This is an optimization exercise on Yosys and OpenROAD, whose aim is small area, not a production implementation.
The RTL was checked by simulation tests, not by an equivalence proof against the original design.
Power figures rest on the tool's default switching activity, not on a simulated workload.

## flow/design.v (module list and top-level ports; edited modules follow where they fit)
// module c7bifu_imd: 46 lines
// module decoder: 709 lines
// module c7bifu_dec: 3499 lines
// module c7bifu: 195 lines
module c7bifu (
   input              clk,
   input              resetn,
   output [31:0]      ifu_icu_addr_ic1,
   output             ifu_icu_req_ic1,
   input              icu_ifu_ack_ic1,
   input              icu_ifu_data_valid_ic2,
   input  [63:0]      icu_ifu_data_ic2,
   input              exu_ifu_except,
   input  [31:0]      exu_ifu_isr_addr,
   input              exu_ifu_branch,
   input  [31:0]      exu_ifu_brn_addr,
   input              exu_ifu_ertn,
   input  [31:0]      exu_ifu_ert_addr,
   input              exu_ifu_stall,
   output             ifu_exu_vld_d,
   output [31:0]      ifu_exu_pc_d,
   output [4:0]       ifu_exu_rs1_d,
   output [4:0]       ifu_exu_rs2_d,
   output [4:0]       ifu_exu_rd_d,
   output             ifu_exu_wen_d,
   output [31:0]      ifu_exu_imm_shifted_d,
   output             ifu_exu_alu_vld_d,
   output [5:0]       ifu_exu_alu_op_d,  
   output             ifu_exu_alu_a_pc_d, 
   output [31:0]      ifu_exu_alu_c_d,
   output             ifu_exu_alu_double_word_d,
   output             ifu_exu_alu_b_imm_d,
   output             ifu_exu_lsu_vld_d,
   output [6:0]       ifu_exu_lsu_op_d,  
   output             ifu_exu_lsu_double_read_d,
   output             ifu_exu_bru_vld_d,
   output [3:0]       ifu_exu_bru_op_d,  
   output [31:0]      ifu_exu_bru_offset_d,
   output             ifu_exu_mul_vld_d,
   output             ifu_exu_mul_signed_d,
   output             ifu_exu_mul_double_d,
   output             ifu_exu_mul_hi_d,
   output             ifu_exu_mul_short_d,
   output             ifu_exu_csr_vld_d,
   output [13:0]      ifu_exu_csr_raddr_d,  
   output             ifu_exu_csr_xchg_d,
   output             ifu_exu_csr_wen_d,
   output [13:0]      ifu_exu_csr_waddr_d,  
   output             ifu_exu_ertn_vld_d,
   output             ifu_exu_exc_vld_d,
   output [5:0]       ifu_exu_exc_code_d
);
  // ...
==> flow/flow/run.sh <==
#!/bin/bash
# Layout flow: the standard synthesis, then an area-oriented re-mapping of
# the combinational logic (registers untouched), then the standard layout with
# the smallest buffer cell on the ports and a clock tree of small buffers.
set -euo pipefail
RES=orfs/results/sky130hd/c7bifu/base
LIB=$FLOW_HOME/platforms/sky130hd/lib/sky130_fd_sc_hd__tt_025C_1v80.lib

bash standard.sh synth > synth.log 2>&1

cp $RES/1_2_yosys.v $RES/1_2_yosys.std.v
DONT_USE=$(grep -oE 'cell \("sky130_fd_sc_hd__(lpflow|probe)[a-z0-9_]*' $LIB | sed 's/cell ("/-dont_use /' | tr '\n' ' ')
sed -e "s#@LIB@#$LIB#g" -e "s#@DONT_USE@#$DONT_USE#g" -e "s#@IN@#$RES/1_2_yosys.std.v#g" \
    -e "s#@OUT@#$RES/1_2_yosys.v#g" -e "s#@ABC@#flow/remap.abc#g" flow/remap.ys.in > remap.ys
yosys -l remap.log -q remap.ys > /dev/null

export BUFFER_PORTS_ARGS="-buffer_cell sky130_fd_sc_hd__buf_1"
export CTS_ARGS="-sink_clustering_enable -repair_clock_nets -buf_list {sky130_fd_sc_hd__clkbuf_8} -sink_clustering_size 18 -sink_clustering_max_diameter 80 -dont_use_dummy_load"
bash standard.sh > layout.log 2>&1
==> flow/flow/remap.abc <==
strash
&get -n
&deepsyn -T 120
&put
&get -n
&st
&dch
&nf -R 1000
&put
==> flow/flow/remap.ys.in <==
# Re-map the combinational cells of the standard synthesis for area.
# Registers (and the tie cell) stay as they are, with their names.
read_liberty -ignore_miss_func -overwrite @LIB@
read_verilog @IN@
hierarchy -top c7bifu
blackbox sky130_fd_sc_hd__dfrtp_1 sky130_fd_sc_hd__dfxtp_1 sky130_fd_sc_hd__edfxtp_1 sky130_fd_sc_hd__conb_1
flatten
opt_clean
abc -liberty @LIB@ @DONT_USE@ -script @ABC@
opt_clean -purge
hilomap -singleton -hicell sky130_fd_sc_hd__conb_1 HI -locell sky130_fd_sc_hd__conb_1 LO
insbuf -buf sky130_fd_sc_hd__buf_4 A X
splitnets
opt_clean -purge
stat -liberty @LIB@
write_verilog -noattr -nohex -nodec @OUT@
==> flow/standard.sh <==
#!/bin/bash
# synth_recipe.tcl (not shown) runs the flow's synth.tcl, then flattens the netlist and writes it again
# the make line also repeats each setting of config.mk as NAME=value (left out here)
make -C /OpenROAD-flow-scripts/flow DESIGN_CONFIG=/design/flow/config.mk WORK_HOME=/design/flow/orfs CLKGATE_MAP_FILE= SYNTH_SCRIPT=/design/flow/synth_recipe.tcl "${@:-finish}"
==> flow/config.mk <==
export PLATFORM = sky130hd
export DESIGN_NAME = c7bifu
export DESIGN_NICKNAME = c7bifu
export VERILOG_FILES = /design/flow/design.v
export SDC_FILE = /design/flow/constraint.sdc
export NUM_CORES = 4
export LEC_CHECK = 0
export CAP_MARGIN = 5
export CORE_MARGIN = 2
export CORE_UTILIZATION = 60
export SLEW_MARGIN = 5
==> flow/constraint.sdc <==
create_clock -name core_clock -period 12.0 [get_ports {clk}]
set_input_delay 2.4000 -clock core_clock [delete_from_list [all_inputs] [get_ports {clk}]]
set_output_delay 2.4000 -clock core_clock [all_outputs]
set_load 0.01 [all_outputs]
==> summary.txt, run 1 <==
NumNets Final about 1,800; Reg2Reg Launch Point rd_q[1]$_DFFE_PN0P_; Syn Inst Count ~1,200; Final Cell Area ~14,000 µm²; final setup violating endpoints 0; CTS max path bufs 3; Area after DPL approximately 13,000 µm²; YS warnings 1; die height ~140 µm; Placed Cells incl. Taps approximately 1,800; crit path from rd_q[1]$_DFFE_PN0P_; Sink Count a little over 200; Slew HR 23.8%; run status timing/DRC/antenna clean; Sequential cell area between 5000 and 6000 µm²; WHS Endpoint age0$_DFF_P_; clk tree area frac about 1.6%; H-Tree Depth 1; cell mode on critical path and3_1; CP max stage cell nor3_1; sequential cell area share a little over two fifths; M2 GR Usage between 60% and 70%; vias in the first global route around 11,000; HPWL Detailed approximately 32,000 µm; Power Dens Cells 103 nW/µm²; IO buf count between 300 and 400; TritonCTS clock tree yes; Flop+latch power 840 µW; initial antenna violation count 1; worst hold path type reg2reg; hold depth 2
==> run 2: changes to the inputs <==
==> flow/flow/remap.abc (replaced) <==
strash
&get -n
&deepsyn -T 240 -S 7
&put
&get -n
&st
&dch
&nf -R 1000
&put
==> run 2 against run 1 <==
Synthesized area decreased by 0.56%. Routed wire length increased by 14%. Synthesized cell count increased by 1.6%. Setup slack got worse by 0.62 ns. Largest cell class unchanged. Die area decreased by 0.55%. Core utilization decreased by 0.067 points. Sequential cell count unchanged. Count of clock-buffer cells in the layout decreased by 1. First-iteration DRC count decreased by 2.2%. Clock skew decreased by 0.056 ns. Clock power increased by 2%. Final area decreased by 0.42%.
==> summary.txt, run 2 <==
run status timing/DRC/antenna clean (unchanged); Clock transition at path regs 0.12 ns (was 0.11 ns); final WL 51,100 µm (was 44,900 µm); Cell Area, Synth 11,800 µm² (about the same); biggest regs blk0 (64), blk1 (64), inst_d (32) (unchanged); std cell rows 51 (unchanged); DRT iter0 DRCs 2,108 (was 2,155); critical path arrival 7.63 ns (was 7.01 ns); total CTS buffers 15 (was 16); commonest non-fill, non-tap cell in the layout buf_1 (unchanged); CP max stage cell dfrtp_1 (was nor3_1); post-cts resize count 0 (unchanged); post-CTS setup buffers 0 (unchanged); Worst setup SP type flip-flop (unchanged); Clock Latency Late Sink 0.52 ns (was 0.51 ns); Max Freq 0.0997 GHz (was 0.106 GHz); initial antenna violation count 3 (was 1); FF-to-FF path depth 24 (was 23); Final Cell Area 13,500 µm² (about the same); Worst Skew 0.0378 ns (was 0.0939 ns); die span in x 144 µm (was 145 µm); Sink Count 207 (unchanged); Finished Core Util 69.8% (about the same); Avg Cell Area, Syn 9.48 µm² (was 9.68 µm²); GPL Wtd Cong 1.05 (was 1.06); Sum Neg Setup Slack 0 ns (unchanged); Vias 13,143 (was 12,595); CTS max path bufs 3 (unchanged); Placeable Area 19,300 µm² (was 19,400 µm²); worst hold path type reg2reg (unchanged); Area after DPL 13,300 µm² (about the same); Top Layer Used met4 (was met5); Power Dens Cells 102 nW/µm² (was 103 nW/µm²); Max rail drop VDD 133 µV (was 127 µV); Final Cycle Share 83.6% (was 78.4%); largest net degree at the start of global routing 69 (was 50); worst hold start pf_q[2]$_DFF_P_ (was age0$_DFF_P_); fraction of layout cells with a size suffix above 1 2.97% (was 3.08%); YS warnings 1 (unchanged); Req. time, crit path 9.60 ns (about the same); RSZ-0062 raised after global routing no (unchanged); remaining global-route overflow 0 (unchanged); DRC 0 (unchanged); vias in the first global route 11,849 (was 11,288); crit path kind reg2out (unchanged); Final Max Tran Viols 0 (unchanged); worst reg2reg endpoint pf_q[31]$_DFF_P_ (unchanged); post-DR vias/cell 6.98 (was 6.78); root buf cell clkbuf_8 (unchanged); wire length on met1 16,900 µm (was 16,500 µm); critical path's largest stage delay 0.48 ns (was 0.54 ns); first-pass GRT wire length 72,300 µm (was 65,400 µm); Reg2Reg Launch Point rd_q[1]$_DFFE_PN0P_ (unchanged); HPWL Detailed 36,800 µm (was 32,400 µm); Die Area 20,800 µm² (was 20,900 µm²); number of max-cap violations 0 (unchanged); die height 144 µm (was 145 µm); NumNets Final 1,784 (was 1,763); H-Tree Depth 1 (unchanged); met3 wire len 7750 µm (was 6490 µm); DR WL/cell 27.1 µm (was 24.2 µm); final setup violating endpoints 0 (unchanged); cell mode on critical path and3_1 (unchanged); IO Pins 414 (unchanged); hold depth 2 (unchanged); Static Leakage 4.59 nW (was 4.76 nW); Placed Cells incl. Taps 1,864 (was 1,842); WHS Endpoint pf_q[2]$_DFF_P_ (was age0$_DFF_P_); 1st-pass router iterations 11 (was 14); met2 routed WL 22,600 µm (was 20,100 µm); Slew HR 16.4% (was 23.8%); total power draw 1.37 mW (was 1.40 mW); Final Hold Vio Count 0 (unchanged); TritonCTS clock tree yes (unchanged); post-layout minimum cycle time 10.03 ns (was 9.41 ns); hold_buf cts 0 (unchanged); critical path fanouts, max 10 (was 8); non-filler cells, final 1,882 (was 1,858); IO buf count 398 (unchanged); crit end category primary output (unchanged); actual slew at the worst max-slew pin 1.24 ns (was 1.14 ns); post-route ant nets 0 (unchanged); Area Overhead vs Synth 14.5% (was 14.3%); GRT Total Usage 47.4% (was 41.8%); Syn Inst Count 1,243 (was 1,224); Initial Utilization 60.9% (was 61.1%); FF-to-FF setup slack 5.21 ns (was 5.59 ns); commonest non-fill, non-tap cells in the layout buf_1, edfxtp_1, nor2_1 (was buf_1, nand2_1, edfxtp_1)
## run 2: worst max path at each step
stage	startpoint	to	slack [ns]	cells after the start
floorplan	rd_q[1]$_DFFE_PN0P_	ifu_icu_addr_ic1[31]	4.33	24
global route	rd_q[1]$_DFFE_PN0P_	ifu_icu_addr_ic1[31]	1.54	25
global placement	rd_q[1]$_DFFE_PN0P_	ifu_icu_addr_ic1[31]	3.53	25
finish	rd_q[1]$_DFFE_PN0P_	ifu_icu_addr_ic1[31]	1.97	25
CTS	rd_q[1]$_DFFE_PN0P_	ifu_icu_addr_ic1[31]	2.35	25
detailed placement	rd_q[1]$_DFFE_PN0P_	ifu_icu_addr_ic1[31]	3.00	25
## run 2: cell type report
| cell class | count | area [µm²] |
|---|---|---|
| Timing Repair Buffer | 428 | 1720 |
| Antenna cell | 3 | 7.51 |
| Sequential cell | 207 | 5790 |
| Clock buffer | 15 | 206 |
| Tap cell | 265 | 332 |
| Fill cell | 1450 | 5850 |
| Inverter | 17 | 63.8 |
| Multi-Input combinational cell | 947 | 5370 |
## run 2: power breakdown
part,switching (mW),internal [mW]
registers,0.0297,0.807
clock network,0.216,0.114
logic,0.143,0.0639
## run 2: critical path: cells and delay by family (launching register included)
kind	cells	cell delay, ns
and+or+nand+nor	20	5.38
AOI/OAI and AO/OA	3	0.68
DFF	1	0.48
buffers and inverters	1	0.43
xor gates and xnor gates	1	0.15
## run 2: per-layer routing
metal	GRT usage [%]	vias to the layer above
met3	16.2	282
li1	-	5502
met1	58.3	6035
met2	72.8	1324
met4	28.0	0
met5	0	-
## run 2: through the flow
step	setup WS (ns)	hold WS (ns)
after floorplan	4.33	0.433
after global placement	3.53	0.442
after detailed placement	3.00	0.472
after CTS	2.35	0.495
after global routing	1.54	0.513
final	1.97	0.497
==> run 3: changes to the inputs <==
--- a/flow/config.mk
+++ b/flow/config.mk
@@ -7,5 +7,5 @@
 export LEC_CHECK = 0
 export CAP_MARGIN = 5
 export CORE_MARGIN = 2
-export CORE_UTILIZATION = 60
+export CORE_UTILIZATION = 66
 export SLEW_MARGIN = 5
==> run 3 against run 2 <==
Sequential power barely moved. Largest power group unchanged. Critical path type unchanged. Clock power fell by 2%. Routed wire length fell by 4.8%. Sequential cell count did not move. First-iteration DRC count rose by 12%. Clock skew rose by 0.010 ns. Final area fell by 0.48%. Cell count fell by 2.2%. Hold slack got worse by 0.011 ns. Total power fell by 0.44%. Via count rose by 0.66%.
==> summary.txt, run 3 <==
post-CTS setup buffers 0 (unchanged); critical path fanouts, max 10 (unchanged); first-pass GRT wire length 70,100 µm (was 72,300 µm); Final Cycle Share 82.5% (was 83.6%); crit end category primary output (unchanged); Final Max Tran Viols 0 (unchanged); DRT iter0 DRCs 2,358 (was 2,108); worst hold path type reg2reg (unchanged); post-DR vias/cell 7.19 (was 6.98); biggest regs blk0 (64), blk1 (64), inst_d (32) (unchanged); Max Freq 0.101 GHz (was 0.0997 GHz); Placeable Area 17,400 µm² (was 19,300 µm²); IO Pins 414 (unchanged); run status timing/DRC/antenna clean (unchanged); Die Area 18,900 µm² (was 20,800 µm²); TritonCTS clock tree yes (unchanged); DRC 0 (unchanged); Cell Area, Synth 11,800 µm² (unchanged); die span in x 138 µm (was 144 µm); GPL Wtd Cong 1.19 (was 1.05); Avg Cell Area, Syn 9.48 µm² (unchanged); std cell rows 48 (was 51); final WL 48,600 µm (was 51,100 µm); Sink Count 207 (unchanged); Area Overhead vs Synth 13.9% (was 14.5%); vias in the first global route 11,892 (was 11,849); Worst Skew 0.0481 ns (was 0.0378 ns); RSZ-0062 raised after global routing no (unchanged); Static Leakage 4.58 nW (was 4.59 nW); Power Dens Cells 102 nW/µm² (about the same); actual slew at the worst max-slew pin 1.17 ns (was 1.24 ns); Sum Neg Setup Slack 0 ns (unchanged); Slew HR 21.1% (was 16.4%); GRT Total Usage 50.6% (was 47.4%); Final Hold Vio Count 0 (unchanged); Max rail drop VDD 109 µV (was 133 µV); NumNets Final 1,782 (was 1,784); total power draw 1.37 mW (about the same); remaining global-route overflow 0 (unchanged); Req. time, crit path 9.60 ns (about the same); Clock transition at path regs 0.11 ns (was 0.12 ns); largest net degree at the start of global routing 69 (unchanged); final setup violating endpoints 0 (unchanged); number of max-cap violations 0 (unchanged); total CTS buffers 15 (unchanged); post-layout minimum cycle time 9.90 ns (was 10.03 ns); cell mode on critical path and3_1 (unchanged); Worst setup SP type flip-flop (unchanged); DR WL/cell 26.4 µm (was 27.1 µm); critical path arrival 7.50 ns (was 7.63 ns); commonest non-fill, non-tap cells in the layout buf_1, edfxtp_1, nor2_1 (unchanged); IO buf count 398 (unchanged); crit path kind reg2out (unchanged); root buf cell clkbuf_8 (unchanged); fill cell total of the finished layout 1,226 (was 1,450); fraction of layout cells with a size suffix above 1 2.85% (was 2.97%); 1st-pass router iterations 17 (was 11); CP max stage cell dfrtp_1 (unchanged); die height 138 µm (was 144 µm); post-route ant nets 0 (unchanged); commonest non-fill, non-tap cell in the layout buf_1 (unchanged); CTS max path bufs 3 (unchanged); Vias 13,230 (was 13,143); HPWL Detailed 34,500 µm (was 36,800 µm); H-Tree Depth 1 (unchanged); Clock Latency Late Sink 0.53 ns (was 0.52 ns); critical path's largest stage delay 0.49 ns (was 0.48 ns); hold_buf cts 0 (unchanged); post-cts resize count 0 (unchanged); Syn Inst Count 1,243 (unchanged); initial antenna violation count 3 (unchanged); YS warnings 1 (unchanged); Initial Utilization 67.9% (was 60.9%)
## run 3: changes by cell type in the layout (fill, tap and decap cells not counted), sizes merged
cell,before,now
buf,428,426
## run 3: path summary, 6_finish.rpt
kind	slack [ns]	endpoint	depth (start not counted)	startpoint
max in group asynchronous	9.74	wr_q[1]$_DFFE_PN0P_	1	resetn
worst min-delay path	0.49	age1$_DFF_P_	2	age1$_DFF_P_
worst min register to register	0.49	age1$_DFF_P_	2	age1$_DFF_P_
worst max-delay path	2.10	ifu_icu_addr_ic1[31]	25	rd_q[1]$_DFFE_PN0P_
min in group asynchronous	1.87	rd_q[0]$_DFFE_PN0P_	1	resetn
worst max register to register	5.31	pf_q[31]$_DFF_P_	24	rd_q[1]$_DFFE_PN0P_
## run 3: power breakdown
part | internal, mW | total, mW | leakage [nW] | switching [mW]
clock network | 0.114 | 0.323 | 0.108 | 0.209
logic | 0.0638 | 0.208 | 2.51 | 0.145
registers | 0.807 | 0.836 | 1.96 | 0.0289
## run 3: cell type report
cell class	count	area [µm²]	share of cell area [%]
sequential	207	5790	43.1
multi-input combinational	947	5370	40.0
timing repair buffer	426	1700	12.7
tap	225	282	2.10
clock buffer	15	206	1.54
inverter	17	63.8	0.475
antenna	3	7.51	0.0559
## run 3: critical path: cells and delay by family (launching register included)
kind / cells / cell delay, ns
flops: 1 / 0.49
buf+inv: 1 / 0.44
simple gates: 20 / 5.19
compound gates: 3 / 0.74
xor+xnor: 1 / 0.14
## run 3: layer usage
metal  wire length [µm]  GRT usage, %
met2              21000          75.3
met1              15000          61.2
met3               8310          19.9
met5                  0             0
met4               4280          32.7
## run 3: per-stage QoR
step                area, µm²  cells  util, %  hold WS (ns)  setup slack (ns)
floorplan               11800   1251        -         0.433              4.33
finish                  13400   1840     77.3         0.486              2.10
global placement        13200   1822     76.1         0.442              3.57
global route            13400   1839     77.3         0.502              1.59
detailed placement      13200   1822     76.1         0.455              3.08
CTS                     13400   1837     77.3         0.482              2.48
==> run 4: changes to the inputs <==
--- a/flow/flow/run.sh
+++ b/flow/flow/run.sh
@@ -15,5 +15,5 @@
 yosys -l remap.log -q remap.ys > /dev/null
 
 export BUFFER_PORTS_ARGS="-buffer_cell sky130_fd_sc_hd__buf_1"
-export CTS_ARGS="-sink_clustering_enable -repair_clock_nets -buf_list {sky130_fd_sc_hd__clkbuf_8} -sink_clustering_size 18 -sink_clustering_max_diameter 80 -dont_use_dummy_load"
+export CTS_ARGS="-sink_clustering_enable -repair_clock_nets -buf_list {sky130_fd_sc_hd__clkbuf_16} -sink_clustering_size 36 -sink_clustering_max_diameter 60 -dont_use_dummy_load"
 bash standard.sh > layout.log 2>&1
==> flow/flow/remap.abc (replaced) <==
strash
&get -n
&deepsyn -T 120
&put
&get -n
&st
&dch
&nf -R 1000
&put
--- a/flow/config.mk
+++ b/flow/config.mk
@@ -7,5 +7,5 @@
 export LEC_CHECK = 0
 export CAP_MARGIN = 5
 export CORE_MARGIN = 2
-export CORE_UTILIZATION = 66
+export CORE_UTILIZATION = 60
 export SLEW_MARGIN = 5
==> run 4 against run 3 <==
Core utilization down 6.7 points. Non-clock buffer count down 1. Final area up 2.1%. Global-route usage down 8.4 points. Count of clock-buffer cells in the layout unchanged. Total power up 11%. Synthesized area up 0.56%. Critical endpoint unchanged.
==> summary.txt, run 4 <==
crit path kind reg2out (unchanged); DRC 0 (unchanged); IO buf count 398 (unchanged); fraction of layout cells with a size suffix above 1 3.02% (was 2.85%); Worst Skew 0.0700 ns (was 0.0481 ns); die span in x 145 µm (was 138 µm); root buf cell clkbuf_16 (was clkbuf_8); biggest regs blk0 (64), blk1 (64), inst_d (32) (unchanged); hold depth 2 (unchanged); hold_buf cts 0 (unchanged); Final Cycle Share 78.4% (was 82.5%); Static Leakage 4.83 nW (was 4.58 nW); number of max-cap violations 0 (unchanged); largest net degree at the start of global routing 50 (was 69); final setup violating endpoints 0 (unchanged); Avg Cell Area, Syn 9.68 µm² (was 9.48 µm²); total CTS buffers 15 (unchanged); remaining global-route overflow 0 (unchanged); commonest non-fill, non-tap cells in the layout buf_1, nand2_1, edfxtp_1 (was buf_1, edfxtp_1, nor2_1); Clock Latency Late Sink 0.50 ns (was 0.53 ns); vias in the first global route 11,291 (was 11,892); post-cts resize count 0 (unchanged); final worst slack 2.59 ns (was 2.10 ns); H-Tree Depth 1 (unchanged); crit end category primary output (unchanged); post-CTS setup buffers 0 (unchanged); FF-to-FF setup slack 5.57 ns (was 5.31 ns); Final Max Tran Viols 0 (unchanged); Clock transition at path regs 0.10 ns (was 0.11 ns); initial antenna violation count 1 (was 3); Max Freq 0.106 GHz (was 0.101 GHz); post-DR vias/cell 6.82 (was 7.19); worst reg2reg endpoint pf_q[31]$_DFF_P_ (unchanged); Sink Count 207 (unchanged); post-layout minimum cycle time 9.41 ns (was 9.90 ns); critical path fanouts, max 8 (was 10); commonest non-fill, non-tap cell in the layout buf_1 (unchanged); Initial Utilization 61.1% (was 67.9%); run status timing/DRC/antenna clean (unchanged); Power Dens Cells 111 nW/µm² (was 102 nW/µm²); DRT iter0 DRCs 2,375 (was 2,358); Cell Area, Synth 11,800 µm² (about the same); Final Hold Vio Count 0 (unchanged); post-route ant nets 0 (unchanged); Sum Neg Setup Slack 0 ns (unchanged); TritonCTS clock tree yes (unchanged); setup slack at placement 3.31 ns (was 3.08 ns); RSZ-0062 raised after global routing no (unchanged); CTS max path bufs 3 (unchanged); Worst setup SP type flip-flop (unchanged); Reg2Reg Launch Point rd_q[1]$_DFFE_PN0P_ (unchanged); Syn Inst Count 1,224 (was 1,243); YS warnings 1 (unchanged); NumNets Final 1,762 (was 1,782); HPWL Detailed 32,400 µm (was 34,500 µm); Slew HR 21.0% (was 21.1%); WHS Endpoint age0$_DFF_P_ (was age1$_DFF_P_); IO Pins 414 (unchanged); 1st-pass router iterations 13 (was 17); std cell rows 51 (was 48); Diodes inserted 0 (was 3); first-pass GRT wire length 66,000 µm (was 70,100 µm); Finished Core Util 70.6% (was 77.3%); actual slew at the worst max-slew pin 1.18 ns (was 1.17 ns); Max rail drop VDD 168 µV (was 109 µV); worst hold path type reg2reg (unchanged); non-filler cells, final 1,857 (was 1,840); Placed Cells incl. Taps 1,842 (was 1,822); GRT Total Usage 42.2% (was 50.6%); Placeable Area 19,400 µm² (was 17,400 µm²); GPL Wtd Cong 1.06 (was 1.19); Die Area 20,900 µm² (was 18,900 µm²); final WL 45,200 µm (was 48,600 µm); Req. time, crit path 9.60 ns (about the same); FF-to-FF path depth 23 (was 24); critical path arrival 7.01 ns (was 7.50 ns); hold_ws 0.444 ns (was 0.486 ns); Vias 12,663 (was 13,230); DR WL/cell 24.3 µm (was 26.4 µm); Area Overhead vs Synth 15.6% (was 13.9%); die height 145 µm (was 138 µm); worst hold start age0$_DFF_P_ (was age1$_DFF_P_)
## run 4: critical path, stage by stage, from the launching register on
cell and delay [ns]:
dfrtp_1 0.47, nand2b_1 0.20, a211oi_1 0.30, a21oi_1 0.14, nor3_1 0.53, and4_1 0.36, and3_1 0.23, and2_0 0.26
and3_1 0.24, and2_0 0.27, and3_1 0.24, and2_0 0.26, and3_1 0.23, and2_0 0.26, and3_1 0.24, and2_0 0.25
and3_1 0.23, and2_0 0.26, and3_1 0.33, and3_1 0.31, and3_1 0.27, nand2_1 0.09, xor2_1 0.14, o21ai_0 0.21
buf_1 0.19
## run 4: stage by stage
stage / total power, mW / instance area, µm²
after global placement: 1.07 / 13300
after global routing: 1.56 / 13700
after floorplan: 0.981 / 11900
final: 1.52 / 13700
after detailed placement: 1.08 / 13300
after CTS: 1.51 / 13700
## run 4: metal layers
metal  routed length [µm]  GRT usage, %
met1                15900          58.1
met2                20100          65.1
met3                 7300          11.3
met4                 1990          14.3
met5                    0             0
## run 4: area by class of cell
cell class,instances,area (µm²)
flip-flops and latches,207,5790
fillers,1490,5700
multi-input cells,925,5430
repair buffers,425,1700
clock buffers,15,375
well taps,265,332
inverters,20,75.1
## run 4: how the worst max path moves through the flow
stage / to / slack (ns) / depth (start not counted) / startpoint
floorplan: ifu_icu_addr_ic1[31] / 4.36 / 23 / rd_q[1]$_DFFE_PN0P_
global placement: ifu_icu_addr_ic1[31] / 3.64 / 24 / rd_q[1]$_DFFE_PN0P_
detailed placement: ifu_icu_addr_ic1[31] / 3.31 / 24 / rd_q[1]$_DFFE_PN0P_
CTS: ifu_icu_addr_ic1[31] / 2.74 / 24 / rd_q[1]$_DFFE_PN0P_
global route: ifu_icu_addr_ic1[31] / 2.06 / 24 / rd_q[1]$_DFFE_PN0P_
finish: ifu_icu_addr_ic1[31] / 2.59 / 24 / rd_q[1]$_DFFE_PN0P_
## run 4: power by group
part	total [mW]	switching, mW	internal, mW
registers	0.840	0.0304	0.810
logic	0.233	0.158	0.0750
clock network	0.445	0.223	0.222
==> run 5: changes to the inputs <==
--- a/flow/flow/run.sh
+++ b/flow/flow/run.sh
@@ -15,5 +15,5 @@
 yosys -l remap.log -q remap.ys > /dev/null
 
 export BUFFER_PORTS_ARGS="-buffer_cell sky130_fd_sc_hd__buf_1"
-export CTS_ARGS="-sink_clustering_enable -repair_clock_nets -buf_list {sky130_fd_sc_hd__clkbuf_16} -sink_clustering_size 36 -sink_clustering_max_diameter 60 -dont_use_dummy_load"
+export CTS_ARGS="-sink_clustering_enable -repair_clock_nets -buf_list {sky130_fd_sc_hd__clkbuf_8} -sink_clustering_size 20 -sink_clustering_max_diameter 50 -dont_use_dummy_load"
 bash standard.sh > layout.log 2>&1
==> flow/flow/remap.abc (replaced) <==
strash
&get -n
&deepsyn -T 240 -S 7
&put
&get -n
&st
&dch
&nf -R 1000
&put
==> run 5 against run 4 <==
Count of clock-buffer cells in the layout rose by 3. Register-to-register slack improved by 0.17 ns. Core utilization decreased by 0.56 points. Maximum frequency grew 2.2%. Setup slack gained 0.20 ns. First-iteration DRC count down 29%. Sequential share of layout area rose by 0.34 points. Critical path depth did not move. Synthesized cell count grew 2.1%. Critical endpoint unchanged. Clock skew rose by 0.012 ns. Non-clock buffer count is 6 higher. Sequential cell count is the same.
==> summary.txt, run 5 <==
IO buf count 398 (unchanged); final setup violating endpoints 0 (unchanged); Reg power frac 59.1% (was 55.4%); DRC 0 (unchanged); Static Leakage 4.65 nW (was 4.83 nW); DR WL/cell 22.7 µm (was 24.3 µm); Final Cycle Share 76.7% (was 78.4%); largest net degree at the start of global routing 69 (was 50); biggest regs blk0 (64), blk1 (64), inst_d (32) (unchanged); Area Overhead vs Synth 14.9% (was 15.6%); WHS Endpoint age0$_DFF_P_ (unchanged); total CTS buffers 18 (was 15); actual slew at the worst max-slew pin 1.05 ns (was 1.18 ns); RSZ-0062 raised after global routing no (unchanged); critical path fanouts, max 10 (was 8); std cell rows 51 (unchanged); Avg Cell Area, Syn 9.46 µm² (was 9.68 µm²); worst hold start age0$_DFF_P_ (unchanged); post-DR vias/cell 6.63 (was 6.82); DRT iter0 DRCs 1,675 (was 2,375); vias in the first global route 11,315 (was 11,291); worst hold path type reg2reg (unchanged); hold depth 2 (unchanged); Initial Utilization 61.0% (was 61.1%); NumNets Final 1,797 (was 1,762); Worst Skew 0.0815 ns (was 0.0700 ns); run status timing/DRC/antenna clean (unchanged); post-cts resize count 0 (unchanged); Final Hold Vio Count 0 (unchanged); root buf cell clkbuf_8 (was clkbuf_16); Die Area 20,800 µm² (was 20,900 µm²); post-CTS setup buffers 0 (unchanged); IO Pins 414 (unchanged); Net Switching 397 µW (was 410 µW); die span in x 144 µm (was 145 µm); Slew HR 29.4% (was 21.0%); critical path arrival 6.80 ns (was 7.01 ns); switch share 28.0% (was 27.1%); fill cell total of the finished layout 1,588 (was 1,490); Reg2Reg Launch Point rd_q[1]$_DFFE_PN0P_ (unchanged); remaining global-route overflow 0 (unchanged); Power Dens Cells 104 nW/µm² (was 111 nW/µm²); die height 144 µm (was 145 µm); post-layout minimum cycle time 9.20 ns (was 9.41 ns); P_int 1.02 mW (was 1.11 mW); first-pass GRT wire length 62,400 µm (was 66,000 µm); Finished Core Util 70.1% (was 70.6%); commonest non-fill, non-tap cell in the layout buf_1 (unchanged); Max Freq 0.109 GHz (was 0.106 GHz); worst reg2reg endpoint pf_q[31]$_DFF_P_ (unchanged); Clock transition at path regs 0.07 ns (was 0.10 ns); Clock power frac 24.7% (was 29.3%); commonest non-fill, non-tap cells in the layout buf_1, edfxtp_1, nor2_1 (was buf_1, nand2_1, edfxtp_1); Final Max Tran Viols 0 (unchanged); FF-to-FF setup slack 5.74 ns (was 5.57 ns); 1st-pass router iterations 9 (was 13); fraction of layout cells with a size suffix above 1 3.32% (was 3.02%); FF-to-FF path depth 23 (unchanged); CTS max path bufs 3 (unchanged); TritonCTS clock tree yes (unchanged); number of max-cap violations 0 (unchanged); H-Tree Depth 1 (unchanged); Comb pwr share 16.3% (was 15.3%); Syn Inst Count 1,250 (was 1,224); GRT Total Usage 39.3% (was 42.2%); Placeable Area 19,400 µm² (unchanged); GPL Wtd Cong 1.08 (was 1.06); Worst setup SP type flip-flop (unchanged); Vias 12,553 (was 12,663); Cell Area, Synth 11,800 µm² (about the same); HPWL Detailed 30,500 µm (was 32,400 µm); Req. time, crit path 9.60 ns (about the same); Max rail drop VDD 150 µV (was 168 µV); crit path kind reg2out (unchanged); crit end category primary output (unchanged); YS warnings 1 (unchanged); initial antenna violation count 2 (was 1); Sink Count 207 (unchanged); hold_buf cts 0 (unchanged); Sum Neg Setup Slack 0 ns (unchanged); final WL 42,900 µm (was 45,200 µm); post-route ant nets 0 (unchanged); Clock Latency Late Sink 0.55 ns (was 0.50 ns)
## run 5: changes by cell type in the layout (fill, tap and decap cells not counted), moves of 6 or more
cell,before,now
nor2_1,94,140
clkinv_1,20,28
nand4_1,5,12
o21ai_0,74,90
a222oi_1,59,28
o31ai_1,23,30
buf_4,27,33
o22ai_1,26,88
clkbuf_16,15,0
nand2_1,181,121
nor2b_1,17,10
mux2_1,7,0
clkbuf_8,0,18
## run 5: layer usage
layer	up-vias	global-route usage [%]	wire length, µm	part of all wire (%)
met5	-	0	13	0.030
met4	2	21.3	2640	6.2
met3	209	8.68	5430	13
met2	995	62.5	19500	45
met1	5794	50.6	15300	36
li1	5553	-	-	-
## run 5: power groups by stage
stage | clock network, mW | logic, mW | registers, mW
5_1_grt | 0.373 | 0.250 | 0.841
4_1_cts | 0.349 | 0.225 | 0.836
3_5_place_dp | 0 | 0.223 | 0.852
6_report | 0.349 | 0.231 | 0.837
3_3_place_gp | 0 | 0.220 | 0.849
2_1_floorplan | 0 | 0.130 | 0.852
## run 5: worst max-delay path: stages (launching register included)
cell	delay, ns
dfrtp_1	0.46
nand2b_1	0.20
a211oi_1	0.35
a21oi_1	0.14
nor3_1	0.53
and4_1	0.36
and3_1	0.22
and2_0	0.25
and3_1	0.24
and2_0	0.27
and3_1	0.23
and2_0	0.26
and3_1	0.25
and2_0	0.27
and3_1	0.24
and2_0	0.24
and3_1	0.23
and2_0	0.24
and3_1	0.23
and3_1	0.25
and3_1	0.24
nand2_1	0.08
xor2_1	0.14
o21ai_0	0.19
buf_1	0.19
## run 5: through the flow
| stage | hold WS (ns) | setup WS (ns) | cells | area [µm²] | power, mW |
|---|---|---|---|---|---|
| final | 0.456 | 2.80 | 1893 | 13600 | 1.42 |
| after global routing | 0.498 | 2.13 | 1893 | 13600 | 1.46 |
| after CTS | 0.456 | 2.89 | 1892 | 13600 | 1.41 |
| after detailed placement | 0.446 | 3.44 | 1874 | 13300 | 1.07 |
| after global placement | 0.427 | 3.76 | 1874 | 13300 | 1.07 |
| after floorplan | 0.421 | 4.34 | 1258 | 11900 | 0.982 |
## run 5: worst max path at each step
stage | start | to | cells after the start
after floorplan | rd_q[1]$_DFFE_PN0P_ | ifu_icu_addr_ic1[31] | 23
after global placement | rd_q[1]$_DFFE_PN0P_ | ifu_icu_addr_ic1[31] | 24
after detailed placement | rd_q[1]$_DFFE_PN0P_ | ifu_icu_addr_ic1[31] | 24
after CTS | rd_q[1]$_DFFE_PN0P_ | ifu_icu_addr_ic1[31] | 24
after global routing | rd_q[1]$_DFFE_PN0P_ | ifu_icu_addr_ic1[31] | 24
final | rd_q[1]$_DFFE_PN0P_ | ifu_icu_addr_ic1[31] | 24
## run 5: cell type report
type | count | area, µm² | area share (%)
inverter | 28 | 105 | 0.773
timing repair buffer | 431 | 1740 | 12.8
tap | 265 | 332 | 2.44
clock buffer | 18 | 248 | 1.82
antenna | 1 | 2.50 | 0.0184
multi-input combinational | 943 | 5370 | 39.5
sequential | 207 | 5790 | 42.6

-- what the ideal ports hide --
In the flow no input, the clock included, has a driving cell. The finished layouts below were timed again as built, in two steps.
Step 1 (the two cells are an assumption about what drives the block):
set clk [get_ports {clk}]
set_driving_cell -lib_cell sky130_fd_sc_hd__clkbuf_16 $clk
set_driving_cell -lib_cell sky130_fd_sc_hd__buf_2 [delete_from_list [all_inputs] $clk]
Step 2 times the ports against the registers' clock, not the clock port: input delays grow and output delays shrink by t, the midpoint of the rising clock arrivals with the driver on.
a / b / c = ideal / step 1 / step 2; a / b = the first two.
| run | t, ns | setup slack, ns | clock arrival spread, ns | slew at the worst register clock pin (ns) | pins driven straight from the clock port |
|---|---|---|---|---|---|
| run 1 | 0.508 | 2.589 / 2.545 / 3.053 | 0.096 / 0.096 | 0.11 / 0.11 | 1 |
| run 2 | 0.546 | 1.970 / 1.931 / 2.477 | 0.045 / 0.045 | 0.12 / 0.12 | 1 |
| run 3 | 0.544 | 2.102 / 2.059 / 2.603 | 0.049 / 0.050 | 0.11 / 0.11 | 1 |
| run 4 | 0.517 | 2.594 / 2.545 / 3.062 | 0.071 / 0.070 | 0.10 / 0.10 | 1 |
| run 5 | 0.535 | 2.796 / 2.763 / 3.298 | 0.089 / 0.089 | 0.11 / 0.11 | 1 |
After both steps every run listed still meets setup and hold.
